From an optimization exercise on the open Yosys and OpenROAD flow, aimed at small area; shortcuts taken in it are not production practice. The RTL was checked by simulation tests, not by an equivalence proof against the original design. Power is estimated from default activity; no workload was simulated.

<file path="flow/run.sh">
#!/bin/bash
# synth_recipe.tcl (not shown) runs the flow's synth.tcl, then flattens the netlist and writes it again
# the make line also repeats each setting of config.mk as NAME=value (left out here)
make -C /OpenROAD-flow-scripts/flow DESIGN_CONFIG=/design/flow/config.mk WORK_HOME=/design/flow/orfs CLKGATE_MAP_FILE= SYNTH_SCRIPT=/design/flow/synth_recipe.tcl finish
</file>
<file path="flow/config.mk">
export PLATFORM = sky130hd
export DESIGN_NAME = measure_sys
export DESIGN_NICKNAME = measure_sys
export VERILOG_FILES = /design/flow/design.v
export SDC_FILE = /design/flow/constraint.sdc
export NUM_CORES = 4
export LEC_CHECK = 0
export CAP_MARGIN = 20
export CORE_MARGIN = 2
export CORE_UTILIZATION = 40
export SLEW_MARGIN = 20
</file>
<file path="flow/constraint.sdc">
create_clock -name core_clock -period 100.0 [get_ports {sys_clk}]
set_input_delay 20.0000 -clock core_clock [delete_from_list [all_inputs] [get_ports {sys_clk}]]
set_output_delay 20.0000 -clock core_clock [all_outputs]
set_load 0.01 [all_outputs]
</file>
<file path="flow/design.v">
`timescale 1ns / 1ps
module signed_unsigned_converter #(parameter WIDTH = 16) (
    input wire [WIDTH-1:0] data_in,   
    input wire is_signed,             
    output reg [WIDTH-1:0] data_out   
);
    reg signed [WIDTH-1:0] signed_data;    
    reg [WIDTH-1:0] unsigned_data;         
    always @(*) begin
        if (is_signed) begin
            signed_data = data_in;   
            unsigned_data = signed_data + (1 << (WIDTH-1));   
            data_out = unsigned_data;
        end else begin
            unsigned_data = data_in;   
            signed_data = unsigned_data - (1 << (WIDTH-1));   
            data_out = signed_data;
        end
    end
endmodule
module clk_divider #(
	parameter FRE_DIV = 2499				 
)(
    input clk,
    input rst_n,               
    output reg sample_en       
);
    localparam W = $clog2(FRE_DIV + 1);
    localparam [W-1:0] LAST = FRE_DIV;
    reg [W-1:0] clk_div;
    always @(posedge clk or negedge rst_n) begin
        if (!rst_n) begin
            clk_div <= {W{1'b0}};
            sample_en <= 1'b0;
        end else begin
            if (clk_div == LAST) begin
                clk_div <= {W{1'b0}};
                sample_en <= 1'b1;
            end else begin
                clk_div <= clk_div + 1'b1;
                sample_en <= 1'b0;
            end
        end
    end
endmodule
module wave_cal #(
    parameter N = 8,                        
    parameter SAMPLE_POINTS = 64,           
    parameter LOG_2_SAMPLE_POINTS = 6,      
    parameter JUDGE_THRESHOLD = 700,        
    parameter FRE_DIV = 1249                
)(
    input wire clk,
    input wire rst_n,
    input wire [N-1:0] data_in_unsigned,
    output reg signed[N-1:0] signal_dc_removed,   
    output reg unsigned[N-1:0] vpp,               
    output reg unsigned[N-1:0] dc_offset,         
    output reg [N-1:0] papr,                      
    output reg is_sine_wave                       
);
    localparam L = LOG_2_SAMPLE_POINTS;
    localparam SW = 2*N - 2 + L;
    localparam [L-1:0] LAST = SAMPLE_POINTS - 1;
    localparam [2*N-3:0] THR = JUDGE_THRESHOLD;
    reg [L-1:0] sample_count_dc;
    reg unsigned[N-1:0] max_value;
    reg unsigned[N-1:0] min_value;
    wire [N:0] max_plus_min = {1'b0, max_value} + {1'b0, min_value};
    wire sample_clk;
    reg [SW-1:0] sum_squares;
    reg [L-1:0] sample_count_id;
    clk_divider #(.FRE_DIV (FRE_DIV)) clk_divider_inst(
        .clk(clk),
        .rst_n(rst_n),
        .sample_en(sample_clk)
    );
    always @(posedge clk or negedge rst_n) begin
        if (!rst_n) begin
            sample_count_dc <= {L{1'b0}};
            max_value <= {N{1'b0}};
            min_value <= {N{1'b1}};
            vpp <= {N{1'b0}};
            dc_offset <= {N{1'b0}};
        end else if (sample_clk) begin
            if (data_in_unsigned > max_value)
                max_value <= data_in_unsigned;
            if (data_in_unsigned < min_value)
                min_value <= data_in_unsigned;
            if (sample_count_dc == LAST) begin
                vpp <= max_value - min_value;
                dc_offset <= max_plus_min[N:1];    
                max_value <= {N{1'b0}};
                min_value <= {N{1'b1}};
                sample_count_dc <= {L{1'b0}};
            end else begin
                sample_count_dc <= sample_count_dc + 1'b1;
            end
        end
    end
    always @(posedge clk or negedge rst_n) begin
        if (!rst_n) begin
            signal_dc_removed <= {N{1'b0}};
        end else if (|dc_offset) begin
            signal_dc_removed <= data_in_unsigned - dc_offset;
        end
    end
    wire signed [2*N-1:0] dc_sq_full = signal_dc_removed * signal_dc_removed;
    wire [2*N-2:0] dc_sq = dc_sq_full[2*N-2:0];
    wire [2*N-1:0] vpp_squared = vpp * vpp;                      
    wire [2*N-4:0] vpp_squared_scaled = vpp_squared[2*N-1:3];    
    wire [SW-L-1:0] valid = sum_squares[SW-1:L];                  
    wire [SW-L-1:0] err_vpp_valid = (valid > vpp_squared_scaled) ?
                                    valid - vpp_squared_scaled :
                                    vpp_squared_scaled - valid;
    wire [2*N-1:0] papr_q = vpp_squared / valid;
    always @(posedge clk or negedge rst_n) begin
        if (!rst_n) begin
            sum_squares <= {SW{1'b0}};
            sample_count_id <= {L{1'b0}};
            is_sine_wave <= 1'b0;
            papr <= {N{1'b0}};
        end else if (sample_clk) begin
            sum_squares <= sum_squares + dc_sq;
            if (sample_count_id == LAST) begin
                if (|valid) papr <= papr_q[N-1:0];
                else papr <= {N{1'b0}};
                is_sine_wave <= (err_vpp_valid < THR);
                sum_squares <= {SW{1'b0}};
                sample_count_id <= {L{1'b0}};
            end else
                sample_count_id <= sample_count_id + 1'b1;
        end
    end
endmodule
module wave_rectifier #( parameter N = 8)(
    input clk,
    input rst_n,
    input signed[N-1:0] signal_dc_removed,
    output reg signal_rectified  	 
);
    always @(posedge clk or negedge rst_n) begin
        if (!rst_n) begin
            signal_rectified <= 1'b0;
        end else begin
			signal_rectified <= ~signal_dc_removed[N-1] & (|signal_dc_removed[N-2:0]);
        end
    end
endmodule
module frequency_counter  #(
	parameter MEASURE_CLK_CNT = 200,		 
	parameter MEASURE_CLK = 20000            
)(
    input clk,
    input sample_en,
    input rst_n,
    input signal_in,          	 
    output [15:0] freq_out 	     
);
    localparam CW = $clog2(MEASURE_CLK_CNT + 1);           
    localparam EW = $clog2(MEASURE_CLK_CNT / 2 + 1);       
    localparam MW = $clog2(MEASURE_CLK + 1);
    localparam PW = $clog2((MEASURE_CLK_CNT / 2) * MEASURE_CLK + 1);
    localparam QW = $clog2(MEASURE_CLK / 2 + 1);
    localparam [CW-1:0] CNT_LAST = MEASURE_CLK_CNT;
    localparam [MW-1:0] MCLK = MEASURE_CLK;
    reg signal_prev;           
    reg [CW-1:0] count_clk;    
    reg [EW-1:0] count_signal; 
    reg [CW-1:0] N1;           
    reg [EW-1:0] N2;           
    reg [QW-1:0] freq_q;
    assign freq_out = freq_q;
    always @(posedge clk or negedge rst_n) begin
        if (!rst_n) begin
            signal_prev <= 1'b0;
        end else if (sample_en) begin
            signal_prev <= signal_in;
        end
    end
    always @(posedge clk or negedge rst_n) begin
        if (!rst_n) begin
            count_clk <= {CW{1'b0}};
            count_signal <= {EW{1'b0}};
            N1 <= {CW{1'b0}};
            N2 <= {EW{1'b0}};
        end else if (sample_en) begin
            count_clk <= count_clk + 1'b1;
            if (signal_in && !signal_prev) begin
                count_signal <= count_signal + 1'b1;
            end
            if (count_clk == CNT_LAST) begin
                N1 <= count_clk;
                N2 <= count_signal;
                count_clk <= {CW{1'b0}};
                count_signal <= {EW{1'b0}};
            end
        end
    end
    wire [PW-1:0] num = N2 * MCLK;
    wire [PW-1:0] quo = num / N1;
    always @(posedge clk or negedge rst_n) begin
        if (!rst_n) begin
            freq_q <= {QW{1'b0}};
        end else if (sample_en && (|N1)) begin
            freq_q <= quo[QW-1:0];
        end
    end
endmodule
module ma_measure #(
	parameter N=8
)(
    input        clk,
    input        sample_en,
    input        rst_n,
	input        ma_measure_enable,
    input  		[N-1:0] vpp,       
    output  	[7:0] ma           
);
    reg [N+13:0] vpp_mult;    
    reg [N+13:0] sum;
    reg [N:0]    ma_temp;
    reg [6:0]    ma_r;
    assign ma = {1'b0, ma_r};
    wire [N+13:0] v = vpp;
    wire [N+17:0] sum22 = sum * 5'd22;
    always @(posedge clk or negedge rst_n) begin
        if (!rst_n) begin
            vpp_mult <= {(N+14){1'b0}};
            sum      <= {(N+14){1'b0}};
            ma_temp  <= {(N+1){1'b0}};
            ma_r     <= 7'd0;
        end else if (sample_en && ma_measure_enable)begin
            vpp_mult <= (v << 13) + (v << 10) + (v << 9) + (v << 8) + (v << 4);
            sum <= vpp_mult + 13'd7143;
            ma_temp <= sum22[N+17:17];
            if (ma_temp < 7'd30)
                ma_r <= 7'd30;
            else if (ma_temp > 7'd100)
                ma_r <= 7'd100;
            else
                ma_r <= ma_temp[6:0];
        end else if (sample_en) ma_r <= 7'd0;
    end
endmodule
module mf_measure#(
	parameter N=16,
	parameter FW=16
)(
    input        clk,
    input        sample_en,
    input        rst_n,
	input        mf_measure_enable,
	input       [FW-1:0] fm_freq,   
    input  		[N-1:0] vpp,        
    output 	    [7:0] mf            
);
    reg [N+9:0] vpp_mult;    
    reg [N+9:0] mf_temp;
    reg [5:0]   mf_r;
    assign mf = {2'b00, mf_r};
    wire [N+9:0] v = vpp;
    wire [N+9:0] quo = vpp_mult / fm_freq;
    always @(posedge clk or negedge rst_n) begin
        if (!rst_n) begin
            vpp_mult <= {(N+10){1'b0}};
            mf_temp  <= {(N+10){1'b0}};
            mf_r     <= 6'd0;
        end else if (sample_en && mf_measure_enable)begin
			vpp_mult <= (v << 10) - (v << 4) - (v << 3);
            mf_temp <= (|fm_freq) ? quo : {(N+10){1'b0}};
            if (mf_temp < 6'd10)
                mf_r <= 6'd10;
            else if (mf_temp > 6'd50)
                mf_r <= 6'd50;
            else
                mf_r <= mf_temp[5:0];
        end
    end
endmodule
module measure #(
	parameter N=8,
	parameter WAVE_DIV=249
	)(
	input clk,
	input sample_en,
	input rst_n,
	input [N-1:0] signal_in_unsigned,
	input ma_measure_enable,
	input mf_measure_enable,
    output is_sine_wave,      		 
	output [15:0] freq_out,
	output [N-1:0]papr,				 
	output unsigned[N-1:0] vpp,
	output unsigned[N-1:0] dc_offset,
	output [7:0] ma,
	output [7:0] mf
);
    wire signed[N-1:0] signal_dc_removed;   	 
 	wire signal_rectified;
	wave_cal #(
		.N(N),
		.SAMPLE_POINTS(512),
		.LOG_2_SAMPLE_POINTS(9),
		.JUDGE_THRESHOLD(700),
		.FRE_DIV(WAVE_DIV)
	)wave_cal_inst(
		.clk(clk),
	    .rst_n(rst_n),
	    .data_in_unsigned(signal_in_unsigned),
	    .signal_dc_removed(signal_dc_removed),
	    .vpp(vpp),
		.dc_offset(dc_offset),
		.papr(papr),
	    .is_sine_wave(is_sine_wave)
	);
 	wave_rectifier #(.N(N)) wave_rectifier_inst(
		.clk(clk),
		.rst_n(rst_n),
		.signal_dc_removed(signal_dc_removed),
		.signal_rectified(signal_rectified)
	);
	frequency_counter #(
		.MEASURE_CLK_CNT(400),
		.MEASURE_CLK(20000)
	)frequency_counter_inst(
		.clk(clk),
		.sample_en(sample_en),
		.rst_n(rst_n),
		.signal_in(signal_rectified),
		.freq_out(freq_out)
	);
	ma_measure #(
		.N(N)
	)ma_measure_inst(
		.clk(clk),
		.sample_en(sample_en),
		.rst_n(rst_n),
		.ma_measure_enable(is_sine_wave & ma_measure_enable),
		.vpp(vpp),
		.ma(ma)
	);
	mf_measure #(
		.N(N),
		.FW(14)
	)mf_measure_inst(
		.clk(clk),
		.sample_en(sample_en),
		.rst_n(rst_n),
		.mf_measure_enable(mf_measure_enable),
		.fm_freq(freq_out[13:0]),
		.vpp(vpp),
		.mf(mf)
	);
endmodule
module data_sele(
    input sys_clk,
    input sys_rst_n,
    input [7:0]askdemod_vpp,
    input [9:0]fskdemod_vpp,
    input [7:0]pskdemod_vpp,
    input [7:0]askdemod_dc_offset,
    input [7:0]ask_papr,
    input [9:0]fsk_papr,
    input [7:0]psk_papr,
    input ask_is_sine_wave,
	input fsk_is_sine_wave,
	input [7:0] askdemod_data,
	input [9:0] fskdemod_data,
	input [7:0] pskdemod_data,
	input [39:0] fir_data_out,
	input [15:0] ask_freq_out,
	input [15:0] fsk_freq_out,
	input [15:0] psk_freq_out,
	input [7:0] ma,
    output reg[7:0] demod_data,
    output [7:0] uart_mod_type,
    output [15:0] uart_demod_fre
);
    reg [2:0]  mod_type;
    reg [13:0] demod_fre;
    assign uart_mod_type = {5'd0, mod_type};
    assign uart_demod_fre = {2'd0, demod_fre};
    always @(posedge sys_clk or negedge sys_rst_n) begin
        if(!sys_rst_n)begin
            demod_data <= 8'd0;
            mod_type <= 3'd0;
            demod_fre <= 14'd0;
        end
        else begin
            if(askdemod_dc_offset < 8'd60) begin
                if(ask_papr > 8'd5)begin
                    if(ma >= 8'd30 && ma <= 8'd35)
                        demod_data <= {askdemod_data[6:0], 1'b0};
                    else demod_data <= askdemod_data;
                    demod_fre <= ask_freq_out[13:0];
                    mod_type <= 3'd1;                    
                end
                else begin
                    demod_data <= askdemod_data;
                    demod_fre <= ask_freq_out[13:0];
                    mod_type <= 3'd2;                    
                end
            end
            else if(fsk_papr >= 10'd20)begin
                demod_data <= pskdemod_data;
                mod_type <= 3'd5;                        
                demod_fre <= psk_freq_out[13:0];
            end
            else if(fsk_papr >= 10'd5)begin
                demod_fre <= fsk_freq_out[13:0];
                mod_type <= 3'd3;                        
                if(fsk_freq_out <= 16'd1500)begin
                    demod_data <= {~fskdemod_data[7], fskdemod_data[4:0], 2'b00};
                end
                else if(fsk_freq_out <= 16'd2500)begin
                    demod_data <= {~fskdemod_data[7], fskdemod_data[5:0], 1'b0};
                end
                else demod_data <= {~fskdemod_data[7], fskdemod_data[6:0]};
            end
            else if(|fsk_papr)begin
                demod_data <= fskdemod_data[9:2];
                demod_fre <= fsk_freq_out[13:0];
                mod_type <= 3'd4;                        
            end
            else begin
                mod_type <= 3'd6;                        
            end
        end
    end
endmodule
module measure_sys(
	input            sys_clk,
	input            sys_rst_n,
	input      [7:0] askdemod_data,    
	input      [9:0] fsk_demod,        
	input      [7:0] pskdemod_data,    
	output     [7:0] demod_data,
	output     [7:0] uart_mod_type,
	output    [15:0] uart_demod_fre,
	output     [7:0] uart_mod_depth,
	output reg [7:0] uart_delta_freq
);
	localparam SAMPLE_DIV = 249;   
	localparam WAVE_DIV   = 24;    
	wire [8:0] fskdemod_data_9;
	wire [9:0] fskdemod_data_10;
	wire [7:0] ma;
	wire [7:0] mf;
	wire ask_is_sine_wave;
	wire fsk_is_sine_wave;
	wire [7:0] askdemod_vpp;
	wire [9:0] fskdemod_vpp;
	wire [7:0] pskdemod_vpp;
	wire [7:0] askdemod_dc_offset;
	wire [7:0] ask_papr;
	wire [9:0] fsk_papr;
	wire [7:0] psk_papr;
	wire [15:0] ask_freq_out;
	wire [15:0] fsk_freq_out;
	wire [15:0] psk_freq_out;
	signed_unsigned_converter #(9) signed_unsigned_converter_fsk2(
		.data_in(fsk_demod[8:0]),
		.is_signed(1'b1),
		.data_out(fskdemod_data_9)
	);
	signed_unsigned_converter #(10) signed_unsigned_converter_fsk3(
		.data_in(fsk_demod),
		.is_signed(1'b1),
		.data_out(fskdemod_data_10)
	);
	wire sample_en;
	clk_divider #(.FRE_DIV(SAMPLE_DIV)) clk_divider_inst(
		.clk(sys_clk),
		.rst_n(sys_rst_n),
		.sample_en(sample_en)
	);
	measure #(.N(8), .WAVE_DIV(WAVE_DIV)) measure_ask(
		.clk(sys_clk),
		.sample_en(sample_en),
		.rst_n(sys_rst_n),
		.signal_in_unsigned(askdemod_data),
		.ma_measure_enable(1'b1),
		.mf_measure_enable(1'b0),
		.is_sine_wave(ask_is_sine_wave),
		.freq_out(ask_freq_out),
		.papr(ask_papr),
		.vpp(askdemod_vpp),
		.dc_offset(askdemod_dc_offset),
		.ma(ma),
		.mf()
	);
	measure #(.N(9), .WAVE_DIV(WAVE_DIV)) measure_fsk(
		.clk(sys_clk),
		.sample_en(sample_en),
		.rst_n(sys_rst_n),
		.signal_in_unsigned(fskdemod_data_9),
		.ma_measure_enable(1'b0),
		.mf_measure_enable(1'b1),
		.is_sine_wave(fsk_is_sine_wave),
		.freq_out(fsk_freq_out),
		.papr(fsk_papr[8:0]),
		.vpp(fskdemod_vpp[8:0]),
		.dc_offset(),
		.ma(),
		.mf(mf)
	);
	assign fsk_papr[9] = 1'b0;
	assign fskdemod_vpp[9] = 1'b0;
	measure #(.N(8), .WAVE_DIV(WAVE_DIV)) measure_psk(
		.clk(sys_clk),
		.sample_en(sample_en),
		.rst_n(sys_rst_n),
		.signal_in_unsigned(pskdemod_data),
		.ma_measure_enable(1'b0),
		.mf_measure_enable(1'b0),
		.is_sine_wave(),
		.freq_out(psk_freq_out),
		.papr(psk_papr),
		.vpp(pskdemod_vpp),
		.dc_offset(),
		.ma(),
		.mf()
	);
	data_sele data_sele_inst(
		.sys_clk(sys_clk),
		.sys_rst_n(sys_rst_n),
		.askdemod_vpp(askdemod_vpp),
		.fskdemod_vpp(fskdemod_vpp),
		.pskdemod_vpp(pskdemod_vpp),
		.ask_papr(ask_papr),
		.fsk_papr(fsk_papr),
		.psk_papr(psk_papr),
		.askdemod_dc_offset(askdemod_dc_offset),
		.ask_is_sine_wave(ask_is_sine_wave),
		.fsk_is_sine_wave(fsk_is_sine_wave),
		.askdemod_data(askdemod_data),
		.fskdemod_data(fskdemod_data_10),
		.pskdemod_data(pskdemod_data),
		.fir_data_out(40'd0),
		.ma(ma),
		.ask_freq_out(ask_freq_out),
		.fsk_freq_out(fsk_freq_out),
		.psk_freq_out(psk_freq_out),
		.demod_data(demod_data),
		.uart_mod_type(uart_mod_type),
		.uart_demod_fre(uart_demod_fre)
	);
	reg [6:0] mod_depth;
	assign uart_mod_depth = {1'b0, mod_depth};
	wire [2:0] mod_type = uart_mod_type[2:0];
	always @(posedge sys_clk or negedge sys_rst_n) begin
		if (!sys_rst_n) begin
			mod_depth <= 7'd0;
			uart_delta_freq <= 8'd0;
		end
		else if (mod_type == 3'd1)
			mod_depth <= ma[6:0];
		else if (mod_type == 3'd3 || mod_type == 3'd4) begin
			mod_depth <= mf[6:0];
			if (mod_type == 3'd3)
				uart_delta_freq <= fskdemod_vpp[7:0];
		end
		else begin
			mod_depth <= 7'd0;
			uart_delta_freq <= 8'd0;
		end
	end
endmodule
</file>
==> summary.txt <==
| Item | This run |
| --- | --- |
| Largest fanout on the critical path | 23 |
| Leak pwr | 44.79 nW |
| Maximum clock frequency | 0.01641 GHz |
| Final layout net count | 13250 |
| Dominant cells by area after synthesis | ha_1 (20%), dfrtp_1 (14%), fa_1 (5.3%), o21a_1 (4.8%), nand2_1 (4.5%) |
| Cell internal power dissipation | 0.4105 mW |
| Fill cell count | 22790 |
| Number of vias per cell | 5.775 |
| Largest stage delay on the critical path | 0.77 ns |
| Row count | 175 |
| Htree depth | 3 |
| Run status | no timing/DRC/antenna violations |
| Critical path class | reg -> reg |
| Combinational family with the most area after synthesis | compound AO/OA/AOI/OAI gates |
| Proportion of synthesized area in mux cells | 3.374% |
| Total CTS buffers | 74 |
| Synthesis-to-layout area growth | 7.347% |
| Share of the yosys chip area belonging to registers | 14.75% |
| Max Cap Violations | 0 |
| Hold Crit Class | reg -> reg |
| Most repeated cell in the gate-level netlist after synthesis | ha_1 |
| Clk sinks | 538 |
| Global-route total usage across every layer | 21.35% |
| Half-perimeter wire length of the detailed placement result | 200.6 mm |
| Most repeated library cell on the critical path | o21a_1 |
| Setup crit end kind | flip-flop |
| Switching Power | 0.1330 mW |
| Register share of total power | 40.7% |
| Commonest cells in the synthesized netlist | ha_1 (1470), nand2_1 (1092), nor2_1 (826) |
| FF+latch count, synth | 538 |
| Switching share of total power | 24.47% |
| Total congestion overflow | 0 |
| Starting density of the core | 40.25% |
| Area after DPL | 0.09553 mm2 |
| Setup repair after global routing missed its margin | no |
| Number of setup buffers added after CTS | 0 |
| Post-route DRC violation count | 0 |
| Syn Std Cell Area | 0.09148 mm2 |
| Clock tree from TritonCTS | built |
| Post-synth EDFFs | 0 |
| CTS root buffer | clkbuf_16 |
| Clock power share | 54.3% |
| Initial antenna violation count | 2 |
| Fraction of synthesis flops using an asynchronous set or reset pin | 100.0% |
| Final routed wirelength across all metal layers | 252.9 mm |
| Share of the synthesized area in the top cell type | 20.11% |
| Number of hold violations in the final report | 0 |
| Synth warn | 15 |
| Final critical path time including I/O delays and setup | 60.93 ns |
| Quantity of I/O buffers inserted on ports | 67 |
| Xor/xnor cell area share of the yosys netlist | 5.542% |
| Clock latency of the later-clocked register in the worst-skew pair | 0.70 ns |
| Complex-gate fraction of the synthesized area | 25.73% |
| Highest ir drop seen on vdd | 0.00001209 V |
| Count of pins over their slew limit | 0 |
| First drt pass iteration count | 5 |
| Dominant register cell in the synthesized netlist | dfrtp_1 |
| Maximum clock insertion buffer count | 3 |
| Library cells used by synthesis | 136 |
| Placer Congestion | 0.8918 |
| Comb power frac | 5.1% |
| Count of antenna-violating nets left after detailed routing | 0 |
| Nature of the critical path startpoint | flip-flop |
| Routed length per placed instance | 17.35 um |
| Post-route setup TNS | 0 ns |
| Adder-cell share of the synthesized area | 25.36% |
| Clock skew after layout | 0.04162 ns |
| Number of violations reported at the end of detailed-routing iteration 0 | 4542 |
| Post-Syn Area per Cell | 7.903 um2 |
| Total setup violations reported at the end of the flow | 0 |
| Area fraction in and, or, nand and nor cells after synthesis | 20.45% |
| Vert. Die Dim | 482.2 um |
| Area leader, netlist | ha_1 |
| Area taken by flip-flops and latches | 0.01350 mm2 |
| Vias after detailed routing | 84180 |
| Cts hold-fix bufs | 0 |
| Data arrival time of the critical path | 61.49 ns |
| Final Instance Area | 0.09820 mm2 |
| Critical path required time | 100.56 ns |
| Combined area of the multi-input logic cells | 0.07370 mm2 |
| Width of the die | 482.2 um |
| First-pass GRT wire length | 419.1 mm |
| Number of global-route vias before repair | 82810 |
| DIE AREA | 0.2325 mm2 |
| Relative slew margins | 26.74% |
| Mapped Cells | 11580 |
| Power per unit of standard cell area | 5.535 mW/mm2 |
| Actual transition at the worst max-transition pin | 1.085 ns |
| Final Cycle Share | 60.93% |
| Layout cells sized above 1 | 5.948% |
| Slowest library cell on the worst path | a21oi_1 |
| Clock Pin Slew Worst Setup and Hold Paths | 0.06 ns |
| Core outline area | 0.2273 mm2 |
| Number of top-level pins | 76 |
| Total of cells resized after clock tree synthesis | 0 |
| Largest net degree at the start of global routing | 136 |
worst paths after layout:
path                                                                           from                                                        to  slack [ns]  cells past startpoint
max reg2reg                    measure_fsk.frequency_counter_inst.N2[3]$_DFFE_PN0P_  measure_fsk.frequency_counter_inst.freq_q[0]$_DFFE_PN0P_       39.07                    239
max in group asynchronous                                                 sys_rst_n                  data_sele_inst.demod_data[6]$_DFFE_PN0P_       77.58                      4
min                        measure_ask.frequency_counter_inst.freq_q[4]$_DFFE_PN0P_  measure_ask.frequency_counter_inst.freq_q[4]$_DFFE_PN0P_        0.47                      2
max                            measure_fsk.frequency_counter_inst.N2[3]$_DFFE_PN0P_  measure_fsk.frequency_counter_inst.freq_q[0]$_DFFE_PN0P_       39.07                    239
min reg2reg                measure_ask.frequency_counter_inst.freq_q[4]$_DFFE_PN0P_  measure_ask.frequency_counter_inst.freq_q[4]$_DFFE_PN0P_        0.47                      2
min in group asynchronous                                                 sys_rst_n     measure_ask.wave_cal_inst.sum_squares[18]$_DFFE_PN0P_       19.32                      1
placed cells by master (no fill, tap or decap), types with 26 or more instances in the layout:
cell type / n
ha_1: 1470
nand2_1: 1091
nor2_1: 824
inv_1: 787
o21ai_0: 746
a21oi_1: 643
nor3_1: 618
o21a_1: 587
dfrtp_1: 512
xnor2_1: 368
o31ai_1: 349
fa_1: 240
a21o_1: 230
xor2_1: 209
nand3_1: 204
nand2b_1: 194
mux2_2: 171
and2_1: 152
nor2b_1: 137
buf_4: 119
nand4_1: 103
o211ai_1: 101
mux2i_1: 101
or3_1: 91
o21bai_1: 86
and3_1: 83
or2_2: 82
clkbuf_16: 75
a211oi_1: 68
clkdlybuf4s50_1: 66
o22ai_1: 64
a31oi_1: 64
nor4_1: 62
a22o_1: 44
o22a_1: 35
o21ai_1: 34
a21boi_0: 30
a31o_2: 29
and4_1: 26
sequential cells by signal, indices dropped and copies added (netlist names), 14 cells and up:
name	flops
data_sele_inst.demod_fre	14
measure_ask.wave_cal_inst.sum_squares	23
measure_fsk.mf_measure_inst.mf_temp	19
measure_fsk.wave_cal_inst.sum_squares	25
measure_ask.frequency_counter_inst.freq_q	14
measure_psk.frequency_counter_inst.freq_q	14
measure_ask.ma_measure_inst.sum	19
measure_ask.ma_measure_inst.vpp_mult	18
measure_fsk.mf_measure_inst.vpp_mult	16
measure_fsk.frequency_counter_inst.freq_q	14
kinds of logic (layout without fill, tap and decap cells):
family | after synthesis | count (layout)
compound gates | 3492 | 3492
xor+xnor | 578 | 578
fa+ha+maj | 1710 | 1710
buf+inv | 1135 | 1118
flops | 538 | 538
mux | 282 | 282
other cells | 2 | 11
simple gates | 3838 | 3838
metrics by stage:
stage / utilization (%) / power (mW) / setup slack, ns / instances / hold slack (ns)
final: 43.21 / 0.5436 / 39.07 / 14580 / 0.4724
after global routing: 43.21 / 0.5637 / 34.26 / 14580 / 0.5052
after global placement: 42.03 / 0.2524 / 41.13 / 14440 / 0.4559
after CTS: 43.20 / 0.5536 / 39.72 / 14570 / 0.4787
after detailed placement: 42.03 / 0.2529 / 39.96 / 14440 / 0.4656
after floorplan: - / 0.2403 / 47.31 / 11580 / 0.3957
per-layer routing:
metal  wire length, um  track usage (%)  part of all wire (%)  vias to the layer above
li1                  -                -                     -                    42170
met1            118800            28.35                    47                    40190
met2            119300            36.95                    47                     1451
met3              7970            1.814                   3.2                      372
met4              6793            5.813                   2.7                        2
met5                12                0                0.0047                        -
power groups by stage:
stage	logic [mW]	clock network [mW]	registers, mW
after floorplan	0.0157	0	0.225
after global placement	0.0275	0	0.225
after detailed placement	0.0280	0	0.225
after CTS	0.0281	0.304	0.221
after global routing	0.0313	0.311	0.221
final	0.0276	0.295	0.221
area by class of cell:
cell class,count,area share (%)
diodes,1,0.002548
flip-flops and latches,538,13.74
well taps,3009,3.834
inverters,797,3.046
repair buffers,187,1.618
clock inverters,35,0.5963
clock buffers,99,2.105
multi-input cells,9910,75.05
critical path: cells and delay by family, from the launching register on:
family	cells	cell delay (ns)
AND/OR/NAND/NOR	55	14.08
adder cells (fa/ha/maj)	28	9.07
flip-flops	1	0.60
multiplexers	4	1.58
XOR/XNOR	1	0.18
AO/OA/AOI/OAI	144	34.38
buffers and inverters	7	0.74

[what the ideal ports hide]
Ports are ideal in the flow. The routed layout listed here was re-timed in OpenROAD.
Step 1 assumes that a clkbuf_16 drives the clock port and a buf_2 every other input.
Step 2 times the ports against the registers' clock, not the clock port: input delays grow and output delays shrink by t, the midpoint of the rising clock arrivals with the driver on.
Three values: no drivers, after step 1, after step 2; two values: the first two.
t (ns): 0.770
setup slack, ns: 39.070 / 39.070 / 39.070
worst hold slack (ns): 0.472 / 0.472 / 0.472
latest minus earliest clock arrival (ns): 0.044 / 0.044
After both steps setup and hold are still met in this run. For this run, drivers alone change the setup slack by 0.000 ns; drivers and shift together by 0.000 ns.
